Source: an optimization exercise on an open RTL-to-GDS flow (aim: small area, a short achievable clock period and few clock cycles). Production flows keep margins and buffers that such runs may drop.
At most, simulation tests tie the RTL to the original design; equivalence was not proved.

run a:
## ysyx_22050058_top
module ysyx_22050058_top(
    input   wire            clk,
    input   wire            rst,
    output  wire [63:0]     imem_addr,
    input   wire [63:0]     imem_rdata,
    output  wire            dmem_ren,
    output  wire [63:0]     dmem_raddr,
    input   wire [63:0]     dmem_rdata,
    output  wire            dmem_wen,
    output  wire [63:0]     dmem_waddr,
    output  wire [63:0]     dmem_wdata,
    output  wire [7:0]      dmem_wmask,
    output  wire            halt
);
export LEC_CHECK = 0
export CAP_MARGIN = 20
export CELL_PAD_IN_SITES_DETAIL_PLACEMENT = 1
export CELL_PAD_IN_SITES_GLOBAL_PLACEMENT = 1
export CORE_MARGIN = 2
export CORE_UTILIZATION = 35
export CTS_CLUSTER_DIAMETER = 60
export CTS_CLUSTER_SIZE = 20
export PLACE_DENSITY = 0.55
export SLEW_MARGIN = 20
export SYNTH_HIERARCHICAL = 1
export SYNTH_MINIMUM_KEEP_SIZE = 0
export TNS_END_PERCENT = 0
create_clock -name core_clock -period 15.0 [get_ports {clk}]
standard.sh (not shown) runs the stock make flow with config.mk's settings and CLKGATE_MAP_FILE= SYNTH_SCRIPT=/design/flow/synth_recipe.tcl, a recipe that flattens the netlist after the stock synthesis.
==> flow/flow/run.sh <==
#!/bin/bash
set -euo pipefail
bash standard.sh SETUP_SLACK_MARGIN=12 finish > standard_flow.log 2>&1
Testbench counts of run a, summed over its fixed seeds: cycles 148,266.
Here is what was changed in the inputs of run b compared with run a.
diff --git a/flow/design.v b/flow/design.v
--- a/flow/design.v
+++ b/flow/design.v
@@ -189,15 +189,15 @@
             else case (st)
                 S_IDLE:  ;
                 S_MSTEP: if (cnt == 7'd1) st <= mneg_r ? S_MCOR : S_FIN;
                 S_MCOR:  st <= S_FIN;
                 S_DNEG:  st <= S_DPRE;
                 S_DPRE:  st <= (d_zero | d_big) ? S_FIN : S_DSH;
                 S_DSH:   st <= dpow ? S_FIN : S_DSTEP;
-                S_DSTEP: if (cnt == 7'd1) st <= S_DCOR;
+                S_DSTEP: if (cnt == 7'd1) st <= t1n ? S_DCOR : S_FIN;
                 S_DCOR:  st <= S_FIN;
                 S_FIN:   st <= S_DONE;
                 S_DONE:  if (port_free | killed | (rd_r == 5'd0)) st <= S_IDLE;
                 default: st <= S_IDLE;
             endcase
         end
     end
@@ -252,15 +252,15 @@
             S_DSTEP: begin
                 acc <= ms[64:0];
                 q   <= {q[62:0], ~t1n};
                 if (cnt != 7'd1) dv <= {1'b0, dv[64:1]};
                 cnt <= cnt - 7'd1;
             end
             S_DCOR: begin
-                if (acc[64]) acc <= ms[64:0];       
+                acc <= ms[64:0];
             end
             default: ;
         endcase
     end
 endmodule
 module ysyx_22050058_regfile (
     input  wire        clk,
Findings:
NOTE placed wire-length estimate after detailed placement run a->run b decreased slightly
Sequential share of layout area | run b above run a
Run b gives less setup slack than run a did.
Critical path depth for run b: 1 down relative to run a
Run b vs run a: number of instances resized during post-cts repair down by a little under 10%
Compared with run a, clock-buffer cell count in run b decreased slightly.
Summary of run b over run a: post-CTS repair timing setup buffer count shrank by 20%, measured slew at the worst slew-check pin lost 29 ps.
Run b vs. run a: global routing met2 resource utilization dropped 2.3 points.
Testbench counts of run b, summed over its fixed seeds: cycles 148,103.

---

before:
ysyx_22050058_top, a different RTL version from the one above (not shown whole).
Size: roughly 17000 cells after synthesis, roughly 400 I/O pins.
clock: 15.0 ns
lec_check: 0
cap_margin: 20
cell_pad_in_sites_detail_placement: 1
cell_pad_in_sites_global_placement: 1
core_margin: 2
core_utilization: 35
cts_cluster_diameter: 60
cts_cluster_size: 20
place_density: 0.55
slew_margin: 20
synth_hierarchical: 1
synth_minimum_keep_size: 0
tns_end_percent: 0
Scripts as last shown in full above: flow/flow/run.sh
### before -> after
--- a/flow/design.v
+++ b/flow/design.v
@@ -87,56 +87,40 @@
     wire [6:0] nda  = ndig(a1, sa);
     wire [6:0] ndb  = ndig(b1, sb);
     wire       swap = (nda < ndb);                
     wire [6:0] ndm  = swap ? nda : ndb;
     wire       mneg = swap ? an : bn;
     wire [63:0] mc  = swap ? b1 : a1;
     wire        mcs = swap ? sb : sa;
     localparam MW = 65 + MK;
-    reg [MW-1:0] cs_s, cs_c, cs_x, cs_t, cs_m;
+    reg [MW-1:0] cs_s, cs_c, cs_x, cs_t;
     integer j;
     always @(*) begin
-        cs_m = {{MK{dv[64]}}, dv};
-        cs_x = q[0] ? cs_m : {MW{1'b0}};
-        cs_t = q[1] ? (cs_m << 1) : {MW{1'b0}};
         cs_s = {{MK{acc[64]}}, acc};
-        cs_c = ((cs_s & cs_x) | (cs_s & cs_t) | (cs_x & cs_t)) << 1;
-        cs_s = cs_s ^ cs_x ^ cs_t;
-        for (j = 2; j < MK; j = j + 1) begin
-            cs_x = q[j] ? (cs_m << j) : {MW{1'b0}};
+        cs_c = {MW{1'b0}};
+        for (j = 0; j < MK; j = j + 1) begin
+            cs_x = q[j] ? ({{MK{dv[64]}}, dv} << j) : {MW{1'b0}};
             cs_t = cs_s ^ cs_c ^ cs_x;
             cs_c = ((cs_s & cs_c) | (cs_s & cs_x) | (cs_c & cs_x)) << 1;
             cs_s = cs_t;
         end
     end
     wire          mstep = (st == S_MSTEP);
     wire          dadd  = acc[64] & ((st == S_DSTEP) | (st == S_DCOR));
     wire [MW-1:0] ad_a  = mstep ? cs_s : {{MK{acc[64]}}, acc};
     wire [MW-1:0] ad_b  = mstep ? cs_c : ({{MK{dv[64]}}, dv} ^ {MW{~dadd}});
     wire [MW-1:0] ms    = ad_a + ad_b + {{(MW-1){1'b0}}, ~mstep & ~dadd};
     function [6:0] clz;
         input [63:0] v;
-        reg [6:0] c [0:63];
-        reg       z [0:63];
-        integer lv, g;
+        integer n;
         begin
-            for (g = 0; g < 64; g = g + 1) begin
-                z[g] = ~v[63-g];
-                c[g] = {6'd0, ~v[63-g]};
-            end
-            for (lv = 0; lv < 6; lv = lv + 1) begin
-                for (g = 0; g < 32; g = g + 1) begin
-                    if (g < (32 >> lv)) begin
-                        c[g] = z[2*g] ? ((7'd1 << lv) + c[2*g+1]) : c[2*g];
-                        z[g] = z[2*g] & z[2*g+1];
-                    end
-                end
-            end
-            clz = c[0];
+            clz = 7'd64;
+            for (n = 0; n < 64; n = n + 1)
+                if (v[n]) clz = 7'd63 - n[6:0];
         end
     endfunction
     wire [6:0] clz_r  = clz(acc[63:0]);
     wire [6:0] clz_d  = clz(dv[63:0]);
     wire       d_zero = (dv[63:0] == 64'd0);
     wire       d_big  = (clz_d < clz_r);                  
     wire [6:0] nq     = clz_d - clz_r + 7'd1;            
     wire [63:0] dlow   = above(dv[63:0]);                  
Notes after the runs:
- after completed every stage of the flow, and the final layout passed the timing, DRC and antenna checks.
- after gives more sum of met3 wire segment lengths after detailed routing than before did.
- Of after and before, the lower latest clock arrival within the worst-skew pair belongs to before.
- Against before as the reference, after delivers a higher final critical delay including setup and external delays.
- after: full die area is about 0.34% higher than what before reported.
- Of after and before, the run reporting the higher part of the cycle the worst path needs was after.
- Diff after and before: sequential share of layout area lower in before
- Relative to before, utilization has decreased by 0.29 points in after.
- The maximum clock frequency of after is lower than that of before.
- As of after, maximum number of pins on one net before global-route repair had risen by more than 10% compared to before.
- Going from before to after, via count grew slightly.
Testbench counts of after, summed over its fixed seeds: cycles 148,123.
The RTL of before was laid out without a check of its function.

port drivers added, routing unchanged:
In the flow no input, the clock included, has a driving cell. The finished layouts below were timed again as built, in two steps.
Step 1, drivers: a clkbuf_16 drives clk and a buf_2 each remaining input, both assumed.
Step 2 adds t to the input delays and takes it off the output delays; t is the mean of the earliest and latest rising clock arrival at the registers after step 1. Input paths then give back, and output paths get back, about the clock's delay inside the block.
Slacks: ideal ports / drivers / drivers and shift; pairs: ideal ports / drivers.
run	t (ns)	setup slack, ns	latest minus earliest clock arrival (ns)
run a	1.096	8.795 / 8.795 / 8.057	0.096 / 0.096
run b	1.099	8.753 / 8.753 / 8.020	0.082 / 0.082
before	1.082	8.688 / 8.688 / 7.905	0.080 / 0.080
after	1.101	8.629 / 8.629 / 7.710	0.086 / 0.086
After both steps every run listed still meets setup and hold. The setup slack of after, which loses most, moves by 0.000 ns with the drivers and by -0.919 ns with both steps.
